Source: an optimization exercise on an open RTL-to-GDS flow (aim: small area). Production flows keep margins and buffers that such runs may drop.
Only simulation tests tie the RTL to the original design; equivalence was not proved.
No activity file was given, so power comes from the tool's default toggle rates.

==> design.v <==
`default_nettype none
module fp_add (
    input  var logic        clk,
    input  var logic        rst,
    input  var logic        valid_i,
    input  var logic [31:0] num_a_i,
    input  var logic [31:0] num_b_i,
    output var logic [31:0] num_o,
    output var logic        valid_o
);
function automatic logic [24:0] add24(input logic [23:0] a, input logic [23:0] b, input logic ci,
                                      output logic [23:0] pa);
    logic [23:0] g, p, gg, pp;
    logic [24:0] c;
    g  = a & b;
    p  = a ^ b;
    gg = g;
    pp = p;
    gg[0] = g[0] | (p[0] & ci);
    for (int d = 1; d < 24; d = d * 2)
        for (int i = 2 * d - 1; i < 24; i = i + 2 * d) begin
            gg[i] = gg[i] | (pp[i] & gg[i-d]);
            pp[i] = pp[i] & pp[i-d];
        end
    for (int d = 8; d >= 1; d = d / 2)
        for (int i = 3 * d - 1; i < 24; i = i + 2 * d) begin
            gg[i] = gg[i] | (pp[i] & gg[i-d]);
            pp[i] = pp[i] & pp[i-d];
        end
    c[0] = ci;
    for (int i = 0; i < 24; i++)
        c[i+1] = gg[i];
    pa = pp;
    add24 = { c[24], p ^ c[23:0] };
endfunction
function automatic logic [8:0] add8(input logic [7:0] a, input logic [7:0] b, input logic ci,
                                    output logic [7:0] pa);
    logic [7:0] g, p, gg, pp;
    logic [8:0] c;
    g  = a & b;
    p  = a ^ b;
    gg = g;
    pp = p;
    gg[0] = g[0] | (p[0] & ci);
    for (int d = 1; d < 8; d = d * 2)
        for (int i = 2 * d - 1; i < 8; i = i + 2 * d) begin
            gg[i] = gg[i] | (pp[i] & gg[i-d]);
            pp[i] = pp[i] & pp[i-d];
        end
    for (int d = 2; d >= 1; d = d / 2)
        for (int i = 3 * d - 1; i < 8; i = i + 2 * d) begin
            gg[i] = gg[i] | (pp[i] & gg[i-d]);
            pp[i] = pp[i] & pp[i-d];
        end
    c[0] = ci;
    for (int i = 0; i < 8; i++)
        c[i+1] = gg[i];
    pa = pp;
    add8 = { c[8], p ^ c[7:0] };
endfunction
logic        sa, sb;
logic [7:0]  ea, eb, xa, xb;
logic        za, zb;
logic        a_big;        
logic [8:0]  dab;          
logic [7:0]  eq_lo;        
logic [7:0]  d;
logic        sat;
logic [23:0] ma, mb, my, my_sh;
always_comb begin
    sa = num_a_i[31];
    sb = num_b_i[31];
    ea = num_a_i[30:23];
    eb = num_b_i[30:23];
    za = ea == '0;
    zb = eb == '0;
    xa = { ea[7:1], ea[0] | za };
    xb = { eb[7:1], eb[0] | zb };
    ma = { ~za, num_a_i[22:0] };
    mb = { ~zb, num_b_i[22:0] };
    dab   = add8(xa, ~xb, 1'b1, eq_lo);
    a_big = dab[8] & (~eq_lo[7] | sb);
    d     = dab[7:0] ^ ({ ~eq_lo[6:0], 1'b0 } & {8{~dab[8]}});
    sat = d[7:5] != '0;    
    my    = a_big ? mb : ma;
    my_sh = my;
    if (d[0]) my_sh = { 1'b0, my_sh[23:1] };
    if (d[1]) my_sh = { 2'b0, my_sh[23:2] };
    if (d[2]) my_sh = { 4'b0, my_sh[23:4] };
    if (d[3]) my_sh = { 8'b0, my_sh[23:8] };
    if (d[4] | sat) my_sh = { 16'b0, my_sh[23:16] & {8{~sat}} };
end
logic        valid_p1;
logic        sx_p1;
logic        sub_p1;
logic [7:0]  h_p1;
logic [23:0] mx_p1;
logic [23:0] my_p1;
always_ff @(posedge clk) begin
    sx_p1  <= a_big ? sa : sb;
    sub_p1 <= sa ^ sb;
    h_p1   <= a_big ? xa : xb;
    mx_p1  <= a_big ? ma : mb;
    my_p1  <= my_sh;
end
always_ff @(posedge clk)
    if (rst)
        valid_p1 <= '0;
    else
        valid_p1 <= valid_i;
logic [24:0] sum;
logic        neg;          
logic [23:0] pa;           
logic [23:0] below;        
logic [23:0] r;
logic        cout;
logic        top;          
always_comb begin
    sum  = add24(mx_p1, my_p1 ^ {24{sub_p1}}, sub_p1, pa);
    neg  = sub_p1 & ~sum[24];
    cout = sum[24] & ~sub_p1;
    top  = cout & (h_p1 == 8'd254);
    below = ~{ pa[22:0], 1'b1 };
    r = sum[23:0] ^ (below & {24{neg}});
end
logic [23:0] r_p2;
logic        c_p2;
logic        s_p2;
logic [7:0]  h1_p2;        
always_ff @(posedge clk) begin
    r_p2  <= r | {24{top}};
    c_p2  <= cout & ~top;
    s_p2  <= sx_p1 ^ neg;
    h1_p2 <= h_p1 + 8'd1;
end
always_ff @(posedge clk)
    if (rst)
        valid_o <= '0;
    else
        valid_o <= valid_p1;
logic [24:0] w, w_n;
logic [4:0]  lz;
logic        zero;
logic [7:0]  e_o;
always_comb begin
    w = { c_p2, r_p2 };
    lz = '0;
    for (int i = 0; i < 25; i++)
        if (w[i])
            lz = 5'(24 - i);
    zero = w == '0;
    w_n  = w;
    if (lz[4]) w_n = { w_n[8:0], 16'b0 };
    if (lz[3]) w_n = { w_n[16:0], 8'b0 };
    if (lz[2]) w_n = { w_n[20:0], 4'b0 };
    if (lz[1]) w_n = { w_n[22:0], 2'b0 };
    if (lz[0]) w_n = { w_n[23:0], 1'b0 };
    e_o  = zero ? 8'd0 : h1_p2 - 8'(lz);
    num_o = { s_p2, e_o, w_n[23:1] };
end
endmodule
`resetall
==> flow/run.sh <==
#!/bin/bash
# Layout flow: the standard synthesis, then the combinational logic is
# re-mapped by ABC with an area-recovering script (flip-flops are kept as
# blackboxes, so every register keeps its name and cell), then the standard
# ORFS layout with plain buf_1 cells as the port buffers.
set -euo pipefail
here=$(pwd)
res=$here/orfs/results/$FLOW_PLATFORM/fp_add/base
log=$here/orfs/logs/$FLOW_PLATFORM/fp_add/base
lib=$FLOW_HOME/platforms/$FLOW_PLATFORM/lib/sky130_fd_sc_hd__tt_025C_1v80.lib

bash standard.sh synth > standard_synth.log 2>&1

# the same don't-use list the standard synthesis gave abc
dont_use=$(grep -o -- '-dont_use [A-Za-z0-9_]*' $log/1_2_yosys.log | sort -u | tr '\n' ' ')
cp $res/1_2_yosys.v $here/standard_1_2_yosys.v
cat > $here/remap.ys <<EOT
read_liberty -ignore_miss_func $lib
read_verilog $here/standard_1_2_yosys.v
hierarchy -top $FLOW_TOP
blackbox sky130_fd_sc_hd__df* sky130_fd_sc_hd__dl* sky130_fd_sc_hd__sdf* sky130_fd_sc_hd__edf*
flatten
opt_clean
techmap
opt -fast
abc -script $here/flow/remap.abc -liberty $lib $dont_use
opt_clean -purge
stat -liberty $lib
write_verilog -noattr -noexpr -nohex -nodec $res/1_2_yosys.v
EOT
yosys -l $here/remap.log -q $here/remap.ys > /dev/null 2>&1
rm -f $res/1_synth.odb $res/1_synth.sdc

export BUFFER_PORTS_ARGS="-buffer_cell sky130_fd_sc_hd__buf_1"
bash standard.sh > standard_finish.log 2>&1
==> flow/remap.abc <==
&get -n
&st
&dch
&nf -p -F 6 -A 3
&put
buffer -c
topo
upsize -c
dnsize -c
==> standard.sh <==
#!/bin/bash
# synth_recipe.tcl (not shown) runs the flow's synth.tcl, then flattens the netlist and writes it again
# the make line also repeats each setting of config.mk as NAME=value (left out here)
make -C /OpenROAD-flow-scripts/flow DESIGN_CONFIG=/design/flow/config.mk WORK_HOME=/design/flow/orfs CLKGATE_MAP_FILE= SYNTH_SCRIPT=/design/flow/synth_recipe.tcl "${@:-finish}"
==> config.mk <==
export PLATFORM = sky130hd
export DESIGN_NAME = fp_add
export DESIGN_NICKNAME = fp_add
export VERILOG_FILES = /design/flow/design.v
export SDC_FILE = /design/flow/constraint.sdc
export NUM_CORES = 4
export LEC_CHECK = 0
export ABC_AREA = 1
export CAP_MARGIN = 20
export CORE_MARGIN = 2
export CORE_UTILIZATION = 40
export CTS_BUF_LIST = sky130_fd_sc_hd__clkbuf_8
export SLEW_MARGIN = 20
==> constraint.sdc <==
create_clock -name core_clock -period 4.7 [get_ports {clk}]
set_input_delay 0.9400 -clock core_clock [delete_from_list [all_inputs] [get_ports {clk}]]
set_output_delay 0.9400 -clock core_clock [all_outputs]
set_load 0.01 [all_outputs]
==> flow_summary.toml, run 1 <==
[drt]
drc = 0
ant_nets = 0
first_pass_iters = 4
wl_um = 16600
vias = 6128
wl_per_cell_um = 13.6
drt-initial-drc-count = 244
via_per_inst = 5.03

[grt]
grt_pass1_wl_um = 27600
globalRouteOverflowTotal = 0
grt_max_degree = 40
grt_pass1_vias = 5635
track_usage_pct = 18.1
antenna_found_initial = 0

[logic_synthesis]
yosys_warnings = 1
syn_area_per_cell_um2 = 7.93
syn_area_mm2 = 0.00715
synth_fp_nets = 969
synthCells = 902

[finish]
drive_above_1_share_pct = 11.2
mostFrequentLayoutCells = "103 x nand2_1, 98 x buf_1, 97 x nor2_1, 92 x dfxtp_1, 80 x mux2i_1"
layout.cells.most_common = "nand2_1"
final_nets = 1056
final_util_pct = 45.9
n_antenna_cell = 0
area_growth_pct = 11.9
fillers = 1836
final_cells = 1219

[clock_tree]
h-tree-depth = 3
cts_made_buffers = 9
cts_resized = 0
post_cts_buffers = 0
root_buffer = "clkbuf_8"
tritoncts = "built"
cts_hold_buf = 0
clkSinkCount = 94
clock_path_buffers = 2
clock_latency_ps = 360
clk_pin_slew_ps = 100

[power]
pwr-share-seq_pct = 27.8
leakage_nw = 3.27
p_sw_share_pct = 46.8
p_sw_w = 0.00201
powerDensity_mw_per_mm2 = 536
power_w = 0.00429
comb_power_share_pct = 60.7
peakVddDrop_uv = 393
cellInternalPower_w = 0.00228
clock_power_share_pct = 11.5

[outcome]
status = "finished clean"

[setup_path]
endpoint = "num_o[28]"
critical_path_buf_inv_count = 2
timing.rr.end = "r_p2[23]"
critPathMaxStageDelay_ps = 580
critPathLaunch = "r_p2[17]"
path_class = "reg -> out"
worst_ep_arrival_time_ps = 3420
cp.required_ps = 3760
path_cells = "nor4_1, nand3_1, nand2b_1, nor2_1, xnor2_1, o311ai_2, buf_4, and2_1, o31ai_1, clkbuf_2"
critPathMaxFanout = 9
worstSetupStartpointType = "flop"
r2r_cells = 16
endpoint_kind = "output port"
cp_top_family = "simple AND/OR/NAND/NOR gates"
reg2reg_slack_ps = 480
slowest_stage = "nor4_1"
cp.depth = 10
r2r_start = "my_p1[0]"

[timing]
setup_viol = 0
fin_skew_ps = 14.2
timing.setup.tns_ps = 0
worst_pin_slew_ps = 800
relSlewSlack_pct = 46.2
drv_slew = 0
fin_crit_ps = 4360
max_freq_mhz = 229
hold_violations = 0
finalCritPeriodShare_pct = 92.8

[placed_design]
dp_cells = 1203
portBuffers = 99
place_congestion = 0.931
hpwl_um = 13600

[min_path]
hold_class = "reg -> reg"
holdPathStages = 1

[floorplan]
coreArea_mm2 = 0.0174
initial_core_util_pct = 41.1
die_area_mm2 = 0.0190
rows = 48
io_pins = 100
die_x_um = 138
dieHeight_um = 138

[job]
max-cap-violations = 0
## layout make-up
| type | count | area (um2) | area share, % |
|---|---|---|---|
| tap | 225 | 282 | 3.52 |
| inverter | 23 | 86.3 | 1.08 |
| clock buffer | 9 | 124 | 1.55 |
| multi-input combinational | 744 | 5030 | 62.9 |
| clock inverter | 7 | 56.3 | 0.704 |
| timing repair buffer | 117 | 533 | 6.66 |
| sequential | 94 | 1890 | 23.6 |
## metrics by stage
step	hold WS (ps)	cell area, um2	setup WS (ps)
floorplan	414	7150	599
global placement	417	7800	151
detailed placement	419	7800	112
CTS	434	7980	174
global route	463	8000	-16.5
finish	432	8000	340
## worst register-to-register path: stages (launching register included)
cell      delay [ps]
dfxtp_1          380
mux2_2           380
maj3_2           340
maj3_2           340
maj3_2           350
a21oi_2          200
o22a_2           220
o31ai_2          100
a21oi_2          280
o21ai_1          170
a21oi_2          210
and2_1           520
nand2_1          210
nand2_1          140
a21oi_1           60
nand2_1           90
o211ai_1          80
## power groups by stage
stage,Combinational [W],Clock [W],Sequential [W]
global placement,0.00259,0,0.00120
CTS,0.00262,0.000509,0.00118
detailed placement,0.00261,0,0.00120
global route,0.00297,0.000534,0.00122
finish,0.00261,0.000493,0.00119
floorplan,0.00202,0,0.00113
## how the worst min path moves through the flow
stage                   from      end  slack, ps
floorplan           valid_p1  valid_o        410
global placement    valid_p1  valid_o        420
detailed placement     sx_p1     s_p2        420
CTS                    sx_p1     s_p2        430
global route        valid_p1  valid_o        460
finish                 sx_p1     s_p2        430
## sequential cells by signal, indices dropped and copies added (netlist names)
signal,flops
h_p1,8
s_p2,1
r_p2,24
h1_p2,8
sub_p1,1
valid_p1,1
valid_o,1
sx_p1,1
c_p2,1
my_p1,24
mx_p1,24
## layer usage
metal | routed length [um] | up-vias | track usage, %
li1 | - | 3346 | -
met1 | 8380 | 2647 | 25.3
met2 | 7330 | 119 | 29.0
met3 | 572 | 16 | 1.95
met4 | 302 | 0 | 5.78
met5 | 0 | - | 0
==> run 2: changes to the inputs <==
==> flow/remap.abc (replaced) <==
&get -n
&st
&dch -f
&nf -p -F 6 -A 3
&put
buffer -c
topo
dnsize -c
==> run 2 against run 1 <==
Compared with the run above: global-route usage is 0.85 points higher; area after synthesis shrank 2.6%; utilization up 0.13 points; first-iteration DRC count is 21% higher; clock skew up 0.78 ps; hold slack improved by 11 ps; cell count up 0.66%; critical path depth is 1 lower.
==> flow_summary.toml, run 2 <==
[drt]
drt-initial-drc-count = 296
ant_nets = 0
vias = 6328
via_per_inst = 5.16
drc = 0
wl_um = 17400
first_pass_iters = 4
wl_per_cell_um = 14.2

[logic_synthesis]
yosys_warnings = 1
syn_area_mm2 = 0.00697
synthCells = 905
syn_area_per_cell_um2 = 7.70
synth_fp_nets = 972

[timing]
drv_slew = 0
fin_skew_ps = 14.9
finalCritPeriodShare_pct = 95.3
hold-worst-slack_ps = 443
hold_violations = 0
relSlewSlack_pct = 43.3
setup_ws_ps = 223
setup_viol = 0
max_freq_mhz = 223
worst_pin_slew_ps = 843
fin_crit_ps = 4480

[finish]
mostFrequentLayoutCells = "100 x nor2_1, 99 x buf_1, 96 x nand2_1, 91 x dfxtp_1, 81 x mux2i_1"
final_util_pct = 46.1
drive_above_1_share_pct = 9.08
final_nets = 1064
top_regs = "mx_p1 x24, my_p1 x24, r_p2 x24"
fillers = 1795
layout.cells.most_common = "nor2_1"
finalInstanceArea_mm2 = 0.00791
area_growth_pct = 13.6
n_antenna_cell = 0

[floorplan]
die_area_mm2 = 0.0185
dieHeight_um = 136
io_pins = 100
rows = 48
die_x_um = 136
coreArea_mm2 = 0.0172
initial_core_util_pct = 40.6

[power]
powerDensity_mw_per_mm2 = 564
power_w = 0.00446
leakage_nw = 3.29
peakVddDrop_uv = 370

[grt]
grtUsageMet3_pct = 2.65
top_usage_layer = "met2"
grt_pass1_wl_um = 28300
grt_max_degree = 41
track_usage_pct = 18.9
met2_usage_pct = 31.1
grt_pass1_vias = 5762
globalRouteOverflowTotal = 0
antenna_found_initial = 0
use_met1_pct = 25.6

[setup_path]
worstSetupStartpointType = "flop"
r2r_start = "sub_p1"
worst_ep_arrival_time_ps = 3540
cp.required_ps = 3760
critPathMaxFanout = 17
path_class = "reg -> out"
reg2reg_slack_ps = 430
r2r_cells = 16
timing.rr.end = "r_p2[23]"
slowest_stage = "nor4_1"
critPathMaxStageDelay_ps = 660
path_cells = "nor4_1, nand3_1, nand2b_1, or2_2, xnor2_1, a311o_1, a31o_2, a21oi_1, buf_1"
endpoint_kind = "output port"

[clock_tree]
h-tree-depth = 3
clock_latency_ps = 380
cts_made_buffers = 9
clock_path_buffers = 2
clkSinkCount = 94
root_buffer = "clkbuf_8"
clk_pin_slew_ps = 90
tritoncts = "built"
cts_hold_buf = 0

[placed_design]
pre_cts_ws_ps = 138
place_area_mm2 = 0.00768
hpwl_um = 14100
place_congestion = 0.929
portBuffers = 99

[min_path]
min_to = "valid_o"
worstHoldStart = "valid_p1"
holdPathStages = 1
hold_class = "reg -> reg"

[job]
max-cap-violations = 0

[outcome]
status = "finished clean"
[run 2: cell types whose count changed in the layout (fill, tap and decap cells not counted), moves of 8 or more]
cell	before	now
o21ai_0	50	76
xnor2_1	44	56
inv_1	24	16
a21oi_1	56	67
[run 2: report_power, final]
group / total [W] / switching (W) / internal (W)
Sequential: 0.00122 / 0.000230 / 0.000993
Combinational: 0.00272 / 0.00160 / 0.00113
Clock: 0.000512 / 0.000306 / 0.000205
Total: 0.00446 / 0.00213 / 0.00233
[run 2: worst max-delay path by stage]
stage                 from         to  slack, ps  cells past startpoint
2_1_floorplan       sub_p1   r_p2[23]         70                     16
3_3_place_gp   num_a_i[30]   my_p1[5]        200                     18
3_5_place_dp   num_a_i[29]   my_p1[5]        140                     18
4_1_cts            r_p2[1]  num_o[29]         60                     16
5_1_grt             sub_p1   r_p2[15]       -0.5                     15
6_report          r_p2[17]  num_o[29]        220                      9
[run 2: timing repair]
action | in CTS | in global routing
gates resized for setup | 1 | 12
setup endpoints to repair | 3 | 7
setup buffers | 0 | 0
pin swaps | 0 | 1
[run 2: cell type report]
| cell class | instances | area, um2 | area share (%) |
|---|---|---|---|
| multi-input combinational | 755 | 4930 | 62.3 |
| sequential | 94 | 1890 | 23.9 |
| timing repair buffer | 121 | 566 | 7.15 |
| tap | 225 | 282 | 3.56 |
| clock buffer | 9 | 124 | 1.57 |
| clock inverter | 7 | 62.6 | 0.791 |
| inverter | 16 | 60.1 | 0.759 |
[run 2: critical path, delay by kind of cell, from the launching register on]
kind / cells / cell delay, ps
AOI/OAI and AO/OA: 3 / 810
DFF: 1 / 350
and+or+nand+nor: 4 / 1640
xor gates and xnor gates: 1 / 190
buffers and inverters: 1 / 170
[run 2: routing by layer]
metal  share of wire (%)  wire length [um]  vias up
met4                 2.3               399        0
li1                    -                 -     3372
met5                   0                 0        -
met2                  45              7750      139
met3                 3.4               594       27
met1                  50              8660     2790
[run 2: stage by stage]
stage | setup TNS (ps) | instances
after floorplan | 0 | 905
after global placement | 0 | 1211
after detailed placement | 0 | 1211
after CTS | 0 | 1227
after global routing | -0.454 | 1227
final | 0 | 1227
==> run 3: changes to the inputs <==
==> flow/remap.abc (replaced) <==
&get -n
&st
&dch -f
&nf -p
&put
buffer -c
topo
dnsize -c
==> run 3 against run 2 <==
Compared with the run above: still clean; clock skew about the same; worst setup slack better by 100 ps; flip-flop and latch count unchanged; first-iteration DRC count up 42%; cell count up 1.2%; synthesized cell count up 1.4%; count of clock-buffer cells in the layout unchanged; via count up 2.2%; register-to-register slack better by 130 ps; sequential power about the same; critical path type unchanged; highest routed layer unchanged.
==> flow_summary.toml, run 3 <==
[outcome]
status = "finished clean"

[timing]
setup_viol = 0
drv_slew = 0
hold_violations = 0
relSlewSlack_pct = 43.6
max_freq_mhz = 229
fin_skew_ps = 15.1
fin_crit_ps = 4370
timing.setup.tns_ps = 0
rsz0062_at_grt = "false"
finalCritPeriodShare_pct = 93.0
worst_pin_slew_ps = 839

[logic_synthesis]
syn_area_mm2 = 0.00698
synthCells = 918
syn_area_per_cell_um2 = 7.61
yosys_warnings = 1
synth_fp_nets = 985

[power]
power_w = 0.00444
comb_power_share_pct = 60.6
cellInternalPower_w = 0.00235
powerDensity_mw_per_mm2 = 562
peakVddDrop_uv = 352
p_sw_share_pct = 47.0
leakage_nw = 3.28
p_sw_w = 0.00209
pwr-share-seq_pct = 27.3
clock_power_share_pct = 12.1

[clock_tree]
h-tree-depth = 3
root_buffer = "clkbuf_8"
tritoncts = "built"
clock_latency_ps = 370
clock_path_buffers = 2
cts_hold_buf = 0
cts_made_buffers = 9
clkSinkCount = 94
clk_pin_slew_ps = 90

[setup_path]
timing.rr.end = "r_p2[23]"
critPathMaxStageDelay_ps = 400
critPathLaunch = "r_p2[1]"
cp_top_family = "compound AO/OA/AOI/OAI gates"
slowest_stage = "dfxtp_4"
r2r_start = "my_p1[0]"
path_cells = "nor2b_1, o21bai_1, a21oi_1, o21bai_1, a21oi_1, o21bai_1, a21oi_1, o21bai_1, a21oi_1, o21bai_1, a21oi_1, o21bai_2, o311ai_1, buf_4, a311o_1, a21oi_1, a311oi_1, buf_1"
cp.required_ps = 3760
path_class = "reg -> out"
r2r_cells = 16
critical_path_buf_inv_count = 2
endpoint_kind = "output port"
cpMostUsedCell = "a21oi_1"
worstSetupStartpointType = "flop"
critPathMaxFanout = 6
worst_ep_arrival_time_ps = 3430
reg2reg_slack_ps = 560

[floorplan]
die_area_mm2 = 0.0185
coreArea_mm2 = 0.0172
dieHeight_um = 136
rows = 48
io_pins = 100
die_x_um = 136
initial_core_util_pct = 40.6

[grt]
track_usage_pct = 18.8
grt_pass1_vias = 5731
grt_pass1_wl_um = 28000
grt_max_degree = 50
antenna_found_initial = 0
globalRouteOverflowTotal = 0

[finish]
area_growth_pct = 13.1
drive_above_1_share_pct = 8.26
final_nets = 1080
layout.cells.most_common = "nand2_1"
fillers = 1803
n_antenna_cell = 0
final_util_pct = 46.0
mostFrequentLayoutCells = "116 x nand2_1, 106 x nor2_1, 99 x buf_1, 93 x dfxtp_1, 79 x mux2i_1"
top_regs = "mx_p1 x24, my_p1 x24, r_p2 x24"

[drt]
wl_per_cell_um = 13.8
wl_um = 17100
ant_nets = 0
first_pass_iters = 5
vias = 6467
drt-initial-drc-count = 420
via_per_inst = 5.21
drc = 0

[min_path]
worstHoldStart = "sx_p1"
hold_class = "reg -> reg"
min_to = "s_p2"
holdPathStages = 1

[placed_design]
hpwl_um = 13800
place_congestion = 0.941
portBuffers = 99

[job]
max-cap-violations = 0
==> run 3: changes by cell type in the layout (fill, tap and decap cells not counted), moves of 3 or more <==
cell     delta
nor2_1      +6
or2_2       +3
nor3_1      +5
nand2_1    +20
a21oi_1    -10
xor2_1      +3
mux2_2      -3
o22a_1      -3
==> run 3: area by class of cell <==
type	instances	area, um2	share of cell area [%]
clock buffers	9	124	1.57
clock inverters	6	71.3	0.903
inverters	14	52.6	0.666
multi-input cells	773	4920	62.3
flip-flops and latches	94	1890	23.9
well taps	225	282	3.57
repair buffers	121	562	7.12
==> run 3: how the worst max path moves through the flow <==
stage / end / slack [ps] / depth (start not counted)
4_1_cts: num_o[30] / 80 / 18
2_1_floorplan: r_p2[23] / 410 / 17
3_5_place_dp: my_p1[7] / 260 / 18
3_3_place_gp: my_p1[7] / 300 / 18
6_report: num_o[29] / 330 / 18
5_1_grt: num_o[30] / 9 / 17
==> run 3: worst reg2reg max path, cell delays in order, from the launching register on <==
cell	delay, ps
dfxtp_1	420
mux2_2	390
maj3_1	390
a21boi_0	250
o211ai_1	150
a31o_2	280
a221o_1	350
a31o_2	240
a21oi_1	260
o31a_1	220
and2_1	330
buf_4	220
a21o_1	160
a21o_1	130
a21oi_1	60
nand2_1	80
o211ai_1	80
==> run 3: per-stage QoR <==
step | cells | hold WS (ps) | instance area, um2 | setup WS [ps]
after floorplan | 918 | 414 | 6980 | 409
after global placement | 1226 | 417 | 7690 | 299
after detailed placement | 1226 | 421 | 7690 | 264
after CTS | 1241 | 437 | 7880 | 81.0
after global routing | 1242 | 458 | 7890 | 9.00
final | 1242 | 434 | 7890 | 328
==> run 3: power by group through the flow <==
stage	registers (W)	logic [W]	clock network [W]
floorplan	0.00114	0.00205	0
finish	0.00121	0.00269	0.000539
detailed placement	0.00122	0.00268	0
global placement	0.00123	0.00266	0
CTS	0.00121	0.00269	0.000552
global route	0.00123	0.00303	0.000580
==> run 3: what timing repair did <==
| action | CTS | global route |
|---|---|---|
| buffers inserted | 0 | 1 |
| resized for setup | 0 | 3 |
| setup endpoints to repair | 0 | 4 |
==> run 3: metal layers <==
metal | track usage [%] | share of wire, %
met1 | 26.1 | 49
met4 | 5.96 | 2.1
met3 | 2.42 | 4.3
met2 | 30.1 | 45
met5 | 0 | 0
==> run 4: changes to the inputs <==
==> flow/remap.abc (replaced) <==
&get -n
&st
&dch -f
&nf
&put
buffer -c
topo
dnsize -c
==> run 4 against run 3 <==
Compared with the run above: worst setup slack worse by 23 ps; wire length up 1.1%; register-to-register slack about the same; combinational power about the same; utilization decreased by 0.21 points; synthesized cell count rose by 0.44%; largest cell class unchanged; largest power group unchanged; highest routed layer unchanged.
==> flow_summary.toml, run 4 <==
[drt]
drt-initial-drc-count = 318
via_per_inst = 5.18
drc = 0
wl_per_cell_um = 13.9
first_pass_iters = 5
vias = 6451
ant_nets = 0
wl_um = 17300

[clock_tree]
post_cts_buffers = 0
tritoncts = "built"
root_buffer = "clkbuf_8"
clkSinkCount = 94
clock_path_buffers = 2
clk_pin_slew_ps = 80
h-tree-depth = 3
clock_latency_ps = 370
cts_made_buffers = 9

[power]
p_sw_w = 0.00210
cellInternalPower_w = 0.00232
peakVddDrop_uv = 408
p_sw_share_pct = 47.6
leakage_nw = 3.27
power_w = 0.00442
comb_power_share_pct = 61.3
pwr-share-seq_pct = 27.6
powerDensity_mw_per_mm2 = 561
clock_power_share_pct = 11.1

[grt]
antenna_found_initial = 0
grt_pass1_vias = 5789
globalRouteOverflowTotal = 0
track_usage_pct = 19.0
grt_max_degree = 45
grt_pass1_wl_um = 28500

[timing]
rsz0062_at_grt = "false"
setup_ws_ps = 305
hold_violations = 0
timing.setup.tns_ps = 0
setup_viol = 0
finalCritPeriodShare_pct = 93.5
hold-worst-slack_ps = 429
fin_skew_ps = 16.0
max_freq_mhz = 228
relSlewSlack_pct = 45.3
fin_crit_ps = 4400
drv_slew = 0
worst_pin_slew_ps = 815

[setup_path]
cpMostUsedCell = "a21oi_1"
worst_ep_arrival_time_ps = 3460
endpoint_kind = "output port"
cp.required_ps = 3760
slowest_stage = "dfxtp_4"
path_cells = "nor2b_1, o21bai_1, a21oi_1, o21bai_1, a21oi_1, o21bai_1, a21oi_1, o21bai_1, a21oi_1, o21bai_1, a21oi_1, o21bai_2, o311ai_1, buf_4, a311o_1, a21oi_1, a311oi_1, buf_1"
critical_path_buf_inv_count = 2
path_class = "reg -> out"
critPathLaunch = "r_p2[1]"
critPathMaxStageDelay_ps = 400
cp_top_family = "compound AO/OA/AOI/OAI gates"
r2r_start = "my_p1[0]"
critPathMaxFanout = 6
worstSetupStartpointType = "flop"

[floorplan]
die_x_um = 136
io_pins = 100
initial_core_util_pct = 40.7
die_area_mm2 = 0.0186
rows = 48
coreArea_mm2 = 0.0172
dieHeight_um = 136

[finish]
fillers = 1818
final_nets = 1082
n_antenna_cell = 0
mostFrequentLayoutCells = "111 x nor2_1, 111 x nand2_1, 99 x buf_1, 92 x dfxtp_1"
top_regs = "mx_p1 x24, my_p1 x24, r_p2 x24"
area_growth_pct = 12.5
drive_above_1_share_pct = 8.33
final_util_pct = 45.7

[placed_design]
hpwl_um = 14100
place_congestion = 0.969
pre_cts_ws_ps = 292
portBuffers = 99

[logic_synthesis]
synthCells = 922
syn_area_mm2 = 0.00701
yosys_warnings = 1
syn_area_per_cell_um2 = 7.60
synth_fp_nets = 989

[min_path]
worstHoldStart = "sx_p1"
hold_class = "reg -> reg"

[outcome]
status = "finished clean"

[job]
max-cap-violations = 0
[run 4: repair_timing]
item                                   4_1_cts  5_1_grt
endpoints found under the hold margin        0        0
resized for setup                            0        4
hold buffers                                 0        0
setup endpoints to repair                    0        4
[run 4: worst paths after layout]
check	end	slack, ps	cells past startpoint
hold / removal	s_p2	430	1
hold reg to reg	s_p2	430	1
setup / recovery	num_o[29]	300	18
setup reg to reg	r_p2[23]	560	15
[run 4: power by group through the flow]
stage | registers, W | logic, W | clock network [W]
2_1_floorplan | 0.00114 | 0.00208 | 0
3_3_place_gp | 0.00123 | 0.00270 | 0
3_5_place_dp | 0.00123 | 0.00271 | 0
4_1_cts | 0.00121 | 0.00272 | 0.000502
5_1_grt | 0.00124 | 0.00307 | 0.000537
6_report | 0.00122 | 0.00271 | 0.000490
[run 4: metrics by stage]
stage / cell area, um2 / instances
2_1_floorplan: 7010 / 922
3_3_place_gp: 7700 / 1229
3_5_place_dp: 7700 / 1229
4_1_cts: 7880 / 1245
5_1_grt: 7890 / 1245
6_report: 7890 / 1245
[run 4: metal layers]
layer  wire, um  global-route usage [%]
met4        257                    6.08
met1       8470                    26.1
met5          0                       0
met3        644                    1.60
met2       7940                    31.4
[run 4: final cells by class]
class	count	area, um2	share of cell area [%]
inverters	18	67.6	0.857
clock inverters	6	43.8	0.555
flip-flops and latches	94	1890	23.9
well taps	225	282	3.57
repair buffers	120	542	6.87
clock buffers	10	138	1.75
multi-input cells	772	4930	62.5
==> run 5: changes to the inputs <==
--- a/flow/run.sh
+++ b/flow/run.sh
@@ -34,2 +34,3 @@
 export BUFFER_PORTS_ARGS="-buffer_cell sky130_fd_sc_hd__buf_1"
+export CTS_ARGS="-sink_clustering_enable -repair_clock_nets -buf_list sky130_fd_sc_hd__clkbuf_8 -sink_clustering_size 30 -sink_clustering_max_diameter 150"
 bash standard.sh > standard_finish.log 2>&1
==> flow/remap.abc (replaced) <==
&get -n
&st
&dch -f
&nf -p {D}
&put
buffer -c
topo
upsize -c
dnsize -c
==> run 5 against run 4 <==
Compared with the run above: register-to-register slack improved by 270 ps; die area rose by 1.3%; flip-flop and latch count is the same; highest routed layer unchanged; worst setup slack lost 28 ps; area after synthesis rose by 1.4%; critical endpoint unchanged; non-clock buffer count decreased by 1; synthesized cell count decreased by 0.43%; clock power increased by 3%; critical path depth is 1 lower; count of clock-buffer cells in the layout decreased by 1; first-iteration DRC count increased by 1.3%; clock skew fell by 2.4 ps.
==> flow_summary.toml, run 5 <==
[outcome]
status = "finished clean"

[timing]
fin_crit_ps = 4420
relSlewSlack_pct = 45.4
hold_violations = 0
worst_pin_slew_ps = 813
timing.setup.tns_ps = 0
fin_skew_ps = 13.6
finalCritPeriodShare_pct = 94.1
drv_slew = 0
max_freq_mhz = 226
setup_viol = 0
rsz0062_at_grt = "false"

[min_path]
holdPathStages = 1
min_to = "valid_o"
worstHoldStart = "valid_p1"
hold_class = "reg -> reg"

[setup_path]
timing.rr.end = "r_p2[23]"
critPathMaxFanout = 6
worst_ep_arrival_time_ps = 3480
critical_path_buf_inv_count = 2
reg2reg_slack_ps = 830
cp.required_ps = 3760
r2r_cells = 16
path_cells = "o21bai_1, a21oi_1, o21bai_1, a21oi_1, o21bai_1, a21oi_1, o21bai_1, a21oi_1, o21bai_1, a21oi_2, o21bai_2, o311ai_0, buf_4, a311o_1, a21oi_1, a311oi_1, buf_1"
worstSetupStartpointType = "flop"
path_class = "reg -> out"
slowest_stage = "dfxtp_1"
endpoint_kind = "output port"
r2r_start = "sub_p1"
critPathMaxStageDelay_ps = 500
cp_top_family = "compound AO/OA/AOI/OAI gates"

[floorplan]
initial_core_util_pct = 41.0
coreArea_mm2 = 0.0174
die_area_mm2 = 0.0189
dieHeight_um = 137
rows = 48
io_pins = 100
die_x_um = 137

[clock_tree]
clock_latency_ps = 370
root_buffer = "clkbuf_8"
cts_made_buffers = 9
clk_pin_slew_ps = 80
clock_path_buffers = 2
clkSinkCount = 94
h-tree-depth = 3
tritoncts = "built"

[grt]
antenna_found_initial = 0
track_usage_pct = 18.3
grt_max_degree = 47
globalRouteOverflowTotal = 0
grt_pass1_vias = 5611
grt_pass1_wl_um = 27600

[finish]
mostFrequentLayoutCells = "116 x nand2_1, 106 x nor2_1, 99 x buf_1, 92 x dfxtp_1, 79 x mux2i_1"
area_growth_pct = 12.4
layout.cells.most_common = "nand2_1"
finalInstanceArea_mm2 = 0.00799
n_antenna_cell = 0
final_util_pct = 46.0
final_nets = 1078
top_regs = "mx_p1 x24, my_p1 x24, r_p2 x24"
drive_above_1_share_pct = 9.65
final_cells = 1241

[power]
peakVddDrop_uv = 402
powerDensity_mw_per_mm2 = 555
clock_power_share_pct = 11.4
pwr-share-seq_pct = 27.2
comb_power_share_pct = 61.4
p_sw_share_pct = 47.5
cellInternalPower_w = 0.00233
leakage_nw = 3.31
p_sw_w = 0.00211

[drt]
drc = 0
met2_length_um = 7710
dr_wl_met3_um = 703
via_per_inst = 5.15
vias = 6395
first_pass_iters = 5
drt-initial-drc-count = 322
wl_met1_um = 8170
wl_um = 16900
wl_per_cell_um = 13.6
ant_nets = 0
dr.max_layer_used = "met4"

[placed_design]
portBuffers = 99
hpwl_um = 13900
place_congestion = 0.932
place_area_mm2 = 0.00779
dp_cells = 1225

[logic_synthesis]
syn_area_per_cell_um2 = 7.74
syn_area_mm2 = 0.00711
yosys_warnings = 1
synth_fp_nets = 985
synthCells = 918

[job]
max-cap-violations = 0
## run 5: cell types whose count changed in the layout (fill, tap and decap cells not counted), moves of 5 or more
cell      previous run  this run
a21oi_1             61        54
nand2_1            111       116
nand2b_1            10        24
nor2_1             111       106
o21ai_0             79        74
xnor2_1             62        54
xor2_1              51        45
## run 5: layout make-up
type	instances	area [um2]
clock buffer	9	124
clock inverter	7	61.3
fill	1780	9370
inverter	14	52.6
multi-input combinational	773	5040
sequential	94	1880
tap	225	282
timing repair buffer	119	547
## run 5: how the worst max path moves through the flow
stage	start	endpoint	slack, ps	depth (start not counted)
floorplan	sub_p1	r_p2[23]	600	16
global placement	num_a_i[29]	my_p1[1]	460	17
detailed placement	num_a_i[29]	my_p1[1]	410	17
CTS	r_p2[1]	num_o[29]	210	18
global route	r_p2[3]	num_o[30]	5	15
finish	r_p2[3]	num_o[29]	280	17
## run 5: power groups by stage
stage               sequential (W)  clock, W  combinational [W]
floorplan                  0.00114         0            0.00208
finish                     0.00121  0.000504            0.00272
detailed placement         0.00122         0            0.00272
global placement           0.00122         0            0.00270
CTS                        0.00120  0.000524            0.00272
global route               0.00124  0.000549            0.00307
## run 5: per-layer routing
layer  vias to the layer above  global-route usage, %
met4                         0                   6.53
met2                       174                   30.4
li1                       3411                      -
met5                         -                      0
met3                        22                   1.80
met1                      2788                   24.7
## run 5: what timing repair did
action / in CTS / in global routing
buffers inserted: 0 / 0
resized for setup: 0 / 5
hold buffers: 0 / 0
setup endpoints to repair: 0 / 4
## run 5: stage by stage
step | hold slack [ps] | total power (W) | setup slack, ps
after detailed placement | 430 | 0.00394 | 414
after floorplan | 414 | 0.00323 | 599
after global routing | 470 | 0.00486 | 5.16
final | 446 | 0.00443 | 277
after global placement | 420 | 0.00392 | 458
after CTS | 451 | 0.00445 | 212
==> run 6: changes to the inputs <==
--- a/design.v
+++ b/design.v
@@ -133,3 +133,3 @@
     s_p2  <= sx_p1 ^ neg;
-    h1_p2 <= h_p1 + 8'd1;
+    h1_p2 <= (sub_p1 & pa[23]) ? 8'd2 : h_p1 + 8'd1;
 end
@@ -142,3 +142,2 @@
 logic [4:0]  lz;
-logic        zero;
 logic [7:0]  e_o;
@@ -146,3 +145,3 @@
     w = { c_p2, r_p2 };
-    lz = '0;
+    lz = 5'd2;
     for (int i = 0; i < 25; i++)
@@ -150,3 +149,2 @@
             lz = 5'(24 - i);
-    zero = w == '0;
     w_n  = w;
@@ -157,3 +155,3 @@
     if (lz[0]) w_n = { w_n[23:0], 1'b0 };
-    e_o  = zero ? 8'd0 : h1_p2 - 8'(lz);
+    e_o  = h1_p2 - 8'(lz);
     num_o = { s_p2, e_o, w_n[23:1] };
--- a/flow/run.sh
+++ b/flow/run.sh
@@ -34,3 +34,2 @@
 export BUFFER_PORTS_ARGS="-buffer_cell sky130_fd_sc_hd__buf_1"
-export CTS_ARGS="-sink_clustering_enable -repair_clock_nets -buf_list sky130_fd_sc_hd__clkbuf_8 -sink_clustering_size 30 -sink_clustering_max_diameter 150"
 bash standard.sh > standard_finish.log 2>&1
==> run 6 against run 5 <==
Compared with the run above: still clean on timing, DRC and antenna; global-route usage rose by 0.19 points; clock power increased by 16%; hold slack got worse by 9.8 ps; synthesized cell count fell by 1.6%.
==> flow_summary.toml, run 6 <==
[timing]
fin_skew_ps = 9.44
setup_viol = 0
max_freq_mhz = 232
drv_slew = 0
timing.setup.tns_ps = 0
fin_crit_ps = 4310
hold_violations = 0
rsz0062_at_grt = "false"
relSlewSlack_pct = 45.6
finalCritPeriodShare_pct = 91.8
hold-worst-slack_ps = 436
worst_pin_slew_ps = 810
setup_ws_ps = 385

[grt]
track_usage_pct = 18.5
grt_max_degree = 44
grt_pass1_wl_um = 28000
grt_pass1_vias = 5801
globalRouteOverflowTotal = 0
antenna_found_initial = 0

[setup_path]
path_class = "reg -> out"
cp.required_ps = 3760
critPathLaunch = "r_p2[6]"
slowest_stage = "a2111oi_0"
cp_top_family = "simple AND/OR/NAND/NOR gates"
worstSetupStartpointType = "flop"
worst_ep_arrival_time_ps = 3370
endpoint_kind = "output port"
critical_path_buf_inv_count = 3
critPathMaxFanout = 13
path_cells = "nor4_2, inv_1, o21ai_0, nand2_1, nand3_1, and3_2, xnor2_1, o311ai_1, a2111oi_0, buf_4, nor3_1, xor2_1, buf_1"
r2r_start = "sub_p1"
critPathMaxStageDelay_ps = 430

[floorplan]
initial_core_util_pct = 40.9
dieHeight_um = 137
die_area_mm2 = 0.0188
rows = 48
coreArea_mm2 = 0.0173
die_x_um = 137
io_pins = 100

[logic_synthesis]
yosys_warnings = 1
synth_fp_nets = 970
syn_area_per_cell_um2 = 7.84
synthCells = 903
syn_area_mm2 = 0.00708

[outcome]
status = "finished clean"

[finish]
finalInstanceArea_mm2 = 0.00799
mostFrequentLayoutCells = "111 x nor2_1, 99 x buf_1, 98 x nand2_1, 92 x dfxtp_1, 83 x mux2i_1"
top_regs = "mx_p1 x24, my_p1 x24, r_p2 x24"
layout.cells.most_common = "nor2_1"
final_nets = 1060
n_antenna_cell = 0
fillers = 1780
area_growth_pct = 12.9
drive_above_1_share_pct = 9.92

[min_path]
worstHoldStart = "sx_p1"
hold_class = "reg -> reg"

[drt]
via_per_inst = 5.16
drt-initial-drc-count = 271
vias = 6313
drc = 0
ant_nets = 0
first_pass_iters = 5
wl_um = 17100
wl_per_cell_um = 14.0

[clock_tree]
h-tree-depth = 3
clk_pin_slew_ps = 90
root_buffer = "clkbuf_8"
clock_path_buffers = 2
tritoncts = "built"
cts_made_buffers = 9
clkSinkCount = 94
clock_latency_ps = 360
cts_hold_buf = 0

[placed_design]
hpwl_um = 14100
place_congestion = 0.923
pre_cts_ws_ps = 219
place_area_mm2 = 0.00774
portBuffers = 99

[power]
peakVddDrop_uv = 408
leakage_nw = 3.29
powerDensity_mw_per_mm2 = 545
power_w = 0.00436

[job]
max-cap-violations = 0
-- run 6: path summary, 6_finish.rpt --
| kind | to | slack, ps | cells past startpoint |
|---|---|---|---|
| hold / removal | s_p2 | 440 | 1 |
| setup reg to reg | r_p2[11] | 620 | 16 |
| setup / recovery | num_o[29] | 390 | 13 |
| hold reg to reg | s_p2 | 440 | 1 |
-- run 6: layer usage --
layer / up-vias / wire, um / global-route usage, %
li1: 3362 / - / -
met1: 2797 / 8480 / 25.0
met2: 130 / 7690 / 30.6
met3: 24 / 619 / 2.37
met4: 0 / 313 / 6.07
met5: - / 0 / 0
-- run 6: report_power, final --
group          internal [W]  leakage, nW  switching, W  total [W]
Clock              0.000313        0.114      0.000271   0.000584
Sequential         0.000983        0.784      0.000206    0.00119
Combinational       0.00108         2.40       0.00151    0.00259
-- run 6: what timing repair did --
| action | in CTS | in global routing |
|---|---|---|
| resized for setup | 0 | 8 |
| setup buffers | 0 | 0 |
| endpoints found under the setup margin | 0 | 4 |
-- run 6: area by class of cell --
cell class              instances  area [um2]  share of cell area (%)
clock inverters                 6        85.1                    1.06
well taps                     225         282                    3.52
inverters                      21        81.3                    1.02
flip-flops and latches         94        1880                    23.6
repair buffers                118         531                    6.64
clock buffers                  10         138                    1.72
multi-input cells             749        4990                    62.5
-- run 6: through the flow --
step / cells / util (%)
2_1_floorplan: 903 / -
3_3_place_gp: 1207 / 44.8
3_5_place_dp: 1207 / 44.8
4_1_cts: 1223 / 46.1
5_1_grt: 1223 / 46.2
6_report: 1223 / 46.2
==> run 7: changes to the inputs <==
==> flow/remap.abc (replaced) <==
&get -n
&st
&dch -f
&nf -p -R 30
&put
buffer -c
topo
upsize -c
dnsize -c
==> run 7 against run 6 <==
Compared with the run above: cell count unchanged; area after synthesis up 0.39%; synthesized cell count decreased by 1.0%; register-to-register slack better by 250 ps; final area rose by 0.92%; sequential power is essentially flat; first-iteration DRC count increased by 3.7%; critical endpoint is now num_o[30]; combinational power grew 3%; total power grew 1.7%; clock skew rose by 4.6 ps; critical path depth increased by 3.
==> flow_summary.toml, run 7 <==
[outcome]
status = "finished clean"

[timing]
setup_viol = 0
hold_violations = 0
drv_slew = 0
hold-worst-slack_ps = 436
finalCritPeriodShare_pct = 94.2
setup_ws_ps = 275
max_freq_mhz = 226
relSlewSlack_pct = 43.8
fin_skew_ps = 14.0
fin_crit_ps = 4430
worst_pin_slew_ps = 840

[setup_path]
worst_ep_arrival_time_ps = 3490
cp.required_ps = 3760
endpoint_kind = "output port"
path_class = "reg -> out"
worstSetupStartpointType = "flop"
critPathMaxStageDelay_ps = 460
cpMostUsedCell = "nor3_1"
r2r_start = "my_p1[0]"
path_cells = "nor2_1, a211oi_1, nor3_1, nor3_1, nor3_1, nor3_1, o31ai_1, a31oi_2, nor2_1, maj3_1, a31oi_2, o21ai_1, a221oi_2, nand2b_1, xnor2_1, buf_1"
critPathLaunch = "r_p2[2]"
reg2reg_slack_ps = 870
slowest_stage = "dfxtp_1"
critPathMaxFanout = 5

[power]
leakage_nw = 3.34
peakVddDrop_uv = 363
power_w = 0.00443
powerDensity_mw_per_mm2 = 549

[clock_tree]
clk_pin_slew_ps = 90
cts_hold_buf = 0
post_cts_buffers = 0
root_buffer = "clkbuf_8"
clock_path_buffers = 2
clkSinkCount = 94
tritoncts = "built"
cts_made_buffers = 9
clock_latency_ps = 370
h-tree-depth = 3

[floorplan]
die_area_mm2 = 0.0188
initial_core_util_pct = 40.9
io_pins = 100
die_x_um = 137
rows = 48
coreArea_mm2 = 0.0174
dieHeight_um = 137

[grt]
antenna_found_initial = 0
grt_pass1_wl_um = 28200
globalRouteOverflowTotal = 0
grt_max_degree = 31
track_usage_pct = 18.6
grt_pass1_vias = 5740

[drt]
first_pass_iters = 5
wl_um = 17200
drt-initial-drc-count = 281
drc = 0
via_per_inst = 5.13
ant_nets = 0
vias = 6268
wl_per_cell_um = 14.1

[logic_synthesis]
yosys_warnings = 1
synthCells = 894
syn_area_mm2 = 0.00711
syn_area_per_cell_um2 = 7.95
synth_fp_nets = 961

[finish]
final_nets = 1060
finalInstanceArea_mm2 = 0.00807
final_cells = 1223
drive_above_1_share_pct = 12.1
fillers = 1767
n_antenna_cell = 0
mostFrequentLayoutCells = "112 x nor2_1, 99 x buf_1, 98 x nand2_1, 92 x dfxtp_1, 88 x mux2i_1"
area_growth_pct = 13.5
top_regs = "mx_p1 x24, my_p1 x24, r_p2 x24"
layout.cells.most_common = "nor2_1"

[job]
max-cap-violations = 0

[placed_design]
place_congestion = 0.891
dp_cells = 1207
hpwl_um = 14100
pre_cts_ws_ps = 46.4
portBuffers = 99
place_area_mm2 = 0.00783

[min_path]
hold_class = "reg -> reg"
worstHoldStart = "sx_p1"
-- run 7: path summary, 6_finish.rpt --
| path | cells past startpoint | end |
|---|---|---|
| hold reg to reg | 1 | s_p2 |
| setup reg to reg | 18 | r_p2[11] |
| hold / removal | 1 | s_p2 |
| setup / recovery | 16 | num_o[30] |
-- run 7: area by class of cell --
cell class	count	area, um2	share of cell area [%]
Clock inverter	7	92.6	1.15
Clock buffer	9	124	1.54
Multi-Input combinational cell	741	5010	62.1
Tap cell	225	282	3.49
Inverter	21	78.8	0.977
Sequential cell	94	1880	23.4
Timing Repair Buffer	126	599	7.43
-- run 7: worst max-delay path, delay by kind of cell, from the launching register on --
family / cells / cell delay [ps]
buf+inv: 1 / 160
simple gates: 7 / 670
flops: 1 / 460
xor+xnor: 1 / 140
fa+ha+maj: 1 / 370
compound gates: 6 / 1290
-- run 7: report_power, final --
group,switching (W),internal [W],total [W]
combinational,0.00156,0.00112,0.00267
clock,0.000297,0.000258,0.000555
sequential,0.000213,0.000990,0.00120
-- run 7: what timing repair did --
action | in CTS | in global routing
setup endpoints to repair | 1 | 3
gates resized for setup | 1 | 5
hold endpoints to repair | 0 | 0
gates cloned | 0 | 0
-- run 7: metal layers --
metal / vias to the layer above / track usage [%] / routed length [um]
li1: 3341 / - / -
met1: 2754 / 25.2 / 8390
met2: 155 / 31.5 / 8000
met3: 18 / 1.95 / 604
met4: 0 / 5.27 / 218
met5: - / 0 / 0
-- run 7: metrics by stage --
step	setup TNS [ps]	util [%]
finish	0	46.5
global route	-0.737	46.5
CTS	0	46.4
detailed placement	0	45.1
global placement	0	45.1
floorplan	0	-
==> run 8: changes to the inputs <==
==> flow/remap.abc (replaced) <==
&get -n
&st
&dch -f
&nf -p
&put
buffer -c
topo
dnsize -c
==> run 8 against run 7 <==
Compared with the run above: non-clock buffer count shrank 2; sequential share of layout area grew 0.42 points; global-route usage shrank 0.33 points; cell count grew 0.49%; first-iteration DRC count grew 5.7%.
==> flow_summary.toml, run 8 <==
[floorplan]
rows = 48
dieHeight_um = 136
coreArea_mm2 = 0.0172
initial_core_util_pct = 40.6
die_x_um = 136
die_area_mm2 = 0.0185
io_pins = 100

[setup_path]
critPathMaxFanout = 13
path_class = "reg -> out"
worstSetupStartpointType = "flop"
cp.required_ps = 3760
endpoint_kind = "output port"
worst_ep_arrival_time_ps = 3510

[finish]
seq_area_mm2 = 0.00188
multi_input_area_mm2 = 0.00489
mostFrequentLayoutCells = "111 x nor2_1, 99 x buf_1, 98 x nand2_1, 93 x dfxtp_1, 83 x mux2i_1"
final_nets = 1066
top_regs = "mx_p1 x24, my_p1 x24, r_p2 x24"
fillers = 1836
drive_above_1_share_pct = 9.26
layout.cells.most_common = "nor2_1"
n_antenna_cell = 0
area_growth_pct = 13.7
finalInstanceArea_mm2 = 0.00792
final_cells = 1229

[logic_synthesis]
syn_area_per_cell_um2 = 7.72
synthCells = 903
syn_area_mm2 = 0.00697
synth_fp_nets = 970
yosys_warnings = 1

[grt]
globalRouteOverflowTotal = 0
antenna_found_initial = 0
grt_pass1_wl_um = 27400
track_usage_pct = 18.3
grt_max_degree = 44
grt_pass1_vias = 5736

[clock_tree]
clock_latency_ps = 380
h-tree-depth = 3
clk_pin_slew_ps = 100
cts_made_buffers = 9
tritoncts = "built"
clock_path_buffers = 2
root_buffer = "clkbuf_8"
clkSinkCount = 94

[placed_design]
place_area_mm2 = 0.00771
portBuffers = 99
hpwl_um = 13900
place_congestion = 0.948
pre_cts_ws_ps = 66.8
dp_cells = 1213

[drt]
wl_per_cell_um = 13.7
drc = 0
via_per_inst = 5.16
ant_nets = 0
wl_um = 16900
drt-initial-drc-count = 297
first_pass_iters = 4
vias = 6338

[outcome]
status = "finished clean"

[timing]
max_freq_mhz = 225
fin_crit_ps = 4450
drv_slew = 0
hold_violations = 0
setup_viol = 0
hold-worst-slack_ps = 445
relSlewSlack_pct = 41.3
worst_pin_slew_ps = 874
timing.setup.tns_ps = 0
fin_skew_ps = 10.9
finalCritPeriodShare_pct = 94.6
setup_ws_ps = 252

[power]
powerDensity_mw_per_mm2 = 539
leakage_nw = 3.29
peakVddDrop_uv = 363

[min_path]
hold_class = "reg -> reg"

[job]
max-cap-violations = 0
-- run 8: cell type report --
type	count	area share, %
Multi-Input combinational cell	749	61.8
Tap cell	225	3.55
Inverter	21	0.995
Clock inverter	6	0.790
Clock buffer	10	1.74
Timing Repair Buffer	124	7.38
Sequential cell	94	23.8
-- run 8: routing by layer --
metal	vias up	part of all wire [%]	global-route usage [%]
met1	2816	49	24.3
li1	3369	-	-
met2	129	46	31.1
met4	0	1.9	6.25
met5	-	0	0
met3	24	3.3	1.75
-- run 8: final timing paths --
kind	start	to	slack [ps]	depth (start not counted)
hold / removal	valid_p1	valid_o	440	1
setup / recovery	r_p2[6]	num_o[29]	250	14
setup reg to reg	my_p1[0]	r_p2[19]	340	15
hold reg to reg	valid_p1	valid_o	440	1
-- run 8: stage by stage --
| stage | utilization, % | power (W) |
|---|---|---|
| 6_report | 46.1 | 0.00427 |
| 5_1_grt | 46.1 | 0.00463 |
| 4_1_cts | 46.0 | 0.00428 |
| 3_5_place_dp | 44.9 | 0.00375 |
| 3_3_place_gp | 44.9 | 0.00373 |
| 2_1_floorplan | - | 0.00305 |
-- run 8: critical path, cell delays in order (launching register included) --
cell and delay [ps]:
dfxtp_1 380, nor4_1 500, inv_1 80, o21ai_0 180, nand2_1 90, nand3_1 130, and3_1 160, buf_4 180
xnor2_1 220, o311ai_2 200, a2111oi_1 480, buf_4 200, nor3_1 50, xor2_1 130, buf_1 170
-- run 8: timing repair --
| action | in CTS | in global routing |
|---|---|---|
| setup endpoints to repair | 0 | 3 |
| buffers inserted | 0 | 0 |
| hold buffers | 0 | 0 |
| resized for setup | 0 | 4 |
-- run 8: power by group --
part	total [W]	internal, W	switching (W)
clock network	0.000529	0.000220	0.000309
logic	0.00257	0.00106	0.00151
registers	0.00117	0.000981	0.000189
total	0.00427	0.00227	0.00201
==> run 9: changes to the inputs <==
--- a/design.v
+++ b/design.v
@@ -10,5 +10,5 @@
 );
-function automatic logic [24:0] add24(input logic [23:0] a, input logic [23:0] b, input logic ci,
-                                      output logic [23:0] pa);
-    logic [23:0] g, p, gg, pp;
+function automatic logic [24:0] carry24(input logic [23:0] a, input logic [23:0] b, input logic ci,
+                                        output logic [23:0] p, output logic [23:0] pa);
+    logic [23:0] g, gg, pp;
     logic [24:0] c;
@@ -33,3 +33,3 @@
     pa = pp;
-    add24 = { c[24], p ^ c[23:0] };
+    carry24 = c;
 endfunction
@@ -110,7 +110,8 @@
         valid_p1 <= valid_i;
-logic [24:0] sum;
+logic [24:0] c;            
+logic [23:0] p;            
+logic [23:0] pa;           
+logic [23:0] cn;           
+logic [23:0] r;
 logic        neg;          
-logic [23:0] pa;           
-logic [23:0] below;        
-logic [23:0] r;
 logic        cout;
@@ -118,8 +119,10 @@
 always_comb begin
-    sum  = add24(mx_p1, my_p1 ^ {24{sub_p1}}, sub_p1, pa);
-    neg  = sub_p1 & ~sum[24];
-    cout = sum[24] & ~sub_p1;
+    c    = carry24(mx_p1, my_p1 ^ {24{sub_p1}}, sub_p1, p, pa);
+    neg  = sub_p1 & ~c[24];
+    cout = c[24] & ~sub_p1;
     top  = cout & (h_p1 == 8'd254);
-    below = ~{ pa[22:0], 1'b1 };
-    r = sum[23:0] ^ (below & {24{neg}});
+    cn[0] = c[0];
+    for (int i = 1; i < 24; i++)
+        cn[i] = neg ? (~c[i] | pa[i-1]) : c[i];
+    r = p ^ cn;
 end
==> flow/remap.abc (replaced) <==
&get -n
&st
&dch -f
&nf -p -R 30
&put
buffer -c
topo
upsize -c
dnsize -c
==> run 9 against run 8 <==
Compared with the run above: still clean on timing, DRC and antenna; total power up 1.0%; utilization up 1.0 points; first-iteration DRC count down 9.4%; critical path type unchanged; largest power group unchanged; highest routed layer unchanged.
==> flow_summary.toml, run 9 <==
[outcome]
status = "finished clean"

[setup_path]
cp_top_family = "simple AND/OR/NAND/NOR gates"
endpoint_kind = "output port"
critPathMaxStageDelay_ps = 370
cpMostUsedCell = "nor3_1"
path_class = "reg -> out"
worst_ep_arrival_time_ps = 3610
worstSetupStartpointType = "flop"
critPathMaxFanout = 6
critical_path_buf_inv_count = 1
slowest_stage = "dfxtp_2"
path_cells = "a211oi_2, nor3_1, nor3_1, nor3_1, nor3_1, nor3_1, nor3_1, nor3_1, o31ai_1, nand2_1, nor2_2, o211a_1, a21oi_2, maj3_2, a22o_1, nor3_2, xor2_1, buf_2"
cp.required_ps = 3760

[timing]
drv_slew = 0
worst_pin_slew_ps = 602
relSlewSlack_pct = 59.5
setup_viol = 0
fin_crit_ps = 4550
fin_skew_ps = 11.7
rsz0062_at_grt = "true"
max_freq_mhz = 220
finalCritPeriodShare_pct = 96.9
hold_violations = 0

[floorplan]
coreArea_mm2 = 0.0174
dieHeight_um = 138
die_area_mm2 = 0.0189
die_x_um = 138
io_pins = 100
initial_core_util_pct = 41.2
rows = 48

[placed_design]
place_area_mm2 = 0.00787
hpwl_um = 14900
portBuffers = 99
place_congestion = 0.908

[power]
leakage_nw = 3.36
peakVddDrop_uv = 399
power_w = 0.00432
powerDensity_mw_per_mm2 = 528

[clock_tree]
clock_latency_ps = 360
clock_path_buffers = 2
tritoncts = "built"
cts_made_buffers = 9
h-tree-depth = 3
cts_hold_buf = 0
clk_pin_slew_ps = 80
clkSinkCount = 94
root_buffer = "clkbuf_8"

[drt]
first_pass_iters = 5
drc = 0
drt-initial-drc-count = 269
wl_per_cell_um = 14.1
vias = 6721
via_per_inst = 5.22
wl_um = 18200
ant_nets = 0

[logic_synthesis]
synthCells = 956
syn_area_per_cell_um2 = 7.47
syn_area_mm2 = 0.00715
yosys_warnings = 1
synth_fp_nets = 1023

[grt]
grt_pass1_wl_um = 29400
track_usage_pct = 19.5
grt_max_degree = 43
grt_pass1_vias = 6085
globalRouteOverflowTotal = 0
antenna_found_initial = 0

[finish]
mostFrequentLayoutCells = "129 x nor2_1, 111 x nand2_1, 96 x buf_1, 90 x dfxtp_1, 80 x a21oi_1"
multi_input_area_mm2 = 0.00504
finalInstanceArea_mm2 = 0.00818
final_nets = 1126
fillers = 1830
drive_above_1_share_pct = 11.5
area_growth_pct = 14.4
n_antenna_cell = 0
layout.cells.most_common = "nor2_1"
seq_area_mm2 = 0.00189
top_regs = "mx_p1 x24, my_p1 x24, r_p2 x24"

[job]
max-cap-violations = 0

[min_path]
hold_class = "reg -> reg"
-- run 9: changes by cell type in the layout (fill, tap and decap cells not counted), sizes merged, moves of 6 or more --
cell	previous run	this run
a21oi	57	84
nor2	111	136
xnor2	56	33
mux2i	83	62
nand2	99	113
nor3	20	34
o21ai	65	79
buf	124	135
inv	24	16
o311ai	7	0
a21boi	2	8
and3	9	3
-- run 9: path summary, 6_finish.rpt --
path | startpoint | endpoint | slack, ps | cells past startpoint
min | sx_p1 | s_p2 | 430 | 1
max | r_p2[4] | num_o[30] | 150 | 18
max reg2reg | sub_p1 | r_p2[11] | 460 | 19
min reg2reg | sx_p1 | s_p2 | 430 | 1
-- run 9: layout make-up --
| cell class | instances | area share, % |
|---|---|---|
| Clock buffer | 10 | 1.68 |
| Timing Repair Buffer | 135 | 8.36 |
| Tap cell | 225 | 3.44 |
| Sequential cell | 94 | 23.2 |
| Inverter | 15 | 0.689 |
| Multi-Input combinational cell | 804 | 61.7 |
| Clock inverter | 5 | 1.01 |
-- run 9: per-layer routing --
metal  global-route usage (%)  vias to the layer above  share of wire (%)
met5                        0                        -                  0
met4                     6.30                        0                1.8
met3                     2.72                       26                4.2
met2                     32.2                      180                 46
met1                     26.2                     2944                 48
li1                         -                     3571                  -
-- run 9: power breakdown --
part,switching [W],internal (W),leakage [nW]
Clock,0.000267,0.000313,0.113
Sequential,0.000205,0.000986,0.785
Combinational,0.00152,0.00103,2.46
-- run 9: timing repair --
item,4_1_cts,5_1_grt
setup endpoints to repair,2,10
hold endpoints to repair,0,0
setup buffers,0,6
pin swaps,0,11
gates resized for setup,3,19
-- run 9: through the flow --
| step | TNS (ps) | worst slack, ps | hold slack [ps] | cells | util [%] |
|---|---|---|---|---|---|
| 6_report | 0 | 146 | 430 | 1288 | 47.1 |
| 5_1_grt | -401 | -236 | 460 | 1288 | 47.1 |
| 4_1_cts | 0 | 1.91 | 429 | 1282 | 46.6 |
| 3_5_place_dp | 0 | 74.5 | 424 | 1267 | 45.3 |
| 3_3_place_gp | 0 | 93.0 | 417 | 1267 | 45.3 |
| 2_1_floorplan | 0 | 429 | 414 | 956 | - |

-- port drivers added, routing unchanged --
The flow's constraints put no driver on any port. The routed layouts listed below were extracted and timed again, unchanged, in two steps. Step 1 assumes that a clkbuf_16 drives the clock port and a buf_2 every other input. Step 2 also shifts input and output timing later by t, the mid clock arrival at the registers, as if the neighbouring blocks saw the same clock. Slacks: ideal ports / drivers / drivers and shift; pairs: ideal ports / drivers.
| run | shift t [ns] | setup WS [ns] | worst data-port slew with drivers (ns) |
|---|---|---|---|
| run 1 | 0.390 | 0.340 / 0.307 / 0.099 | 0.03 |
| run 2 | 0.411 | 0.223 / 0.184 / 0.056 | 0.04 |
| run 3 | 0.396 | 0.328 / 0.293 / 0.230 | 0.04 |
| run 4 | 0.397 | 0.305 / 0.271 / 0.270 | 0.04 |
| run 5 | 0.404 | 0.277 / 0.241 / 0.421 | 0.04 |
| run 6 | 0.400 | 0.385 / 0.344 / 0.182 | 0.04 |
| run 7 | 0.392 | 0.275 / 0.243 / -0.013 | 0.04 |
| run 8 | 0.411 | 0.252 / 0.218 / 0.020 | 0.03 |
| run 9 | 0.394 | 0.146 / 0.108 / 0.075 | 0.04 |
Met with ideal ports but missed after step 2: setup timing in run 7. For run 7, which loses most, drivers alone change the setup slack by -0.032 ns; drivers and shift together by -0.288 ns.
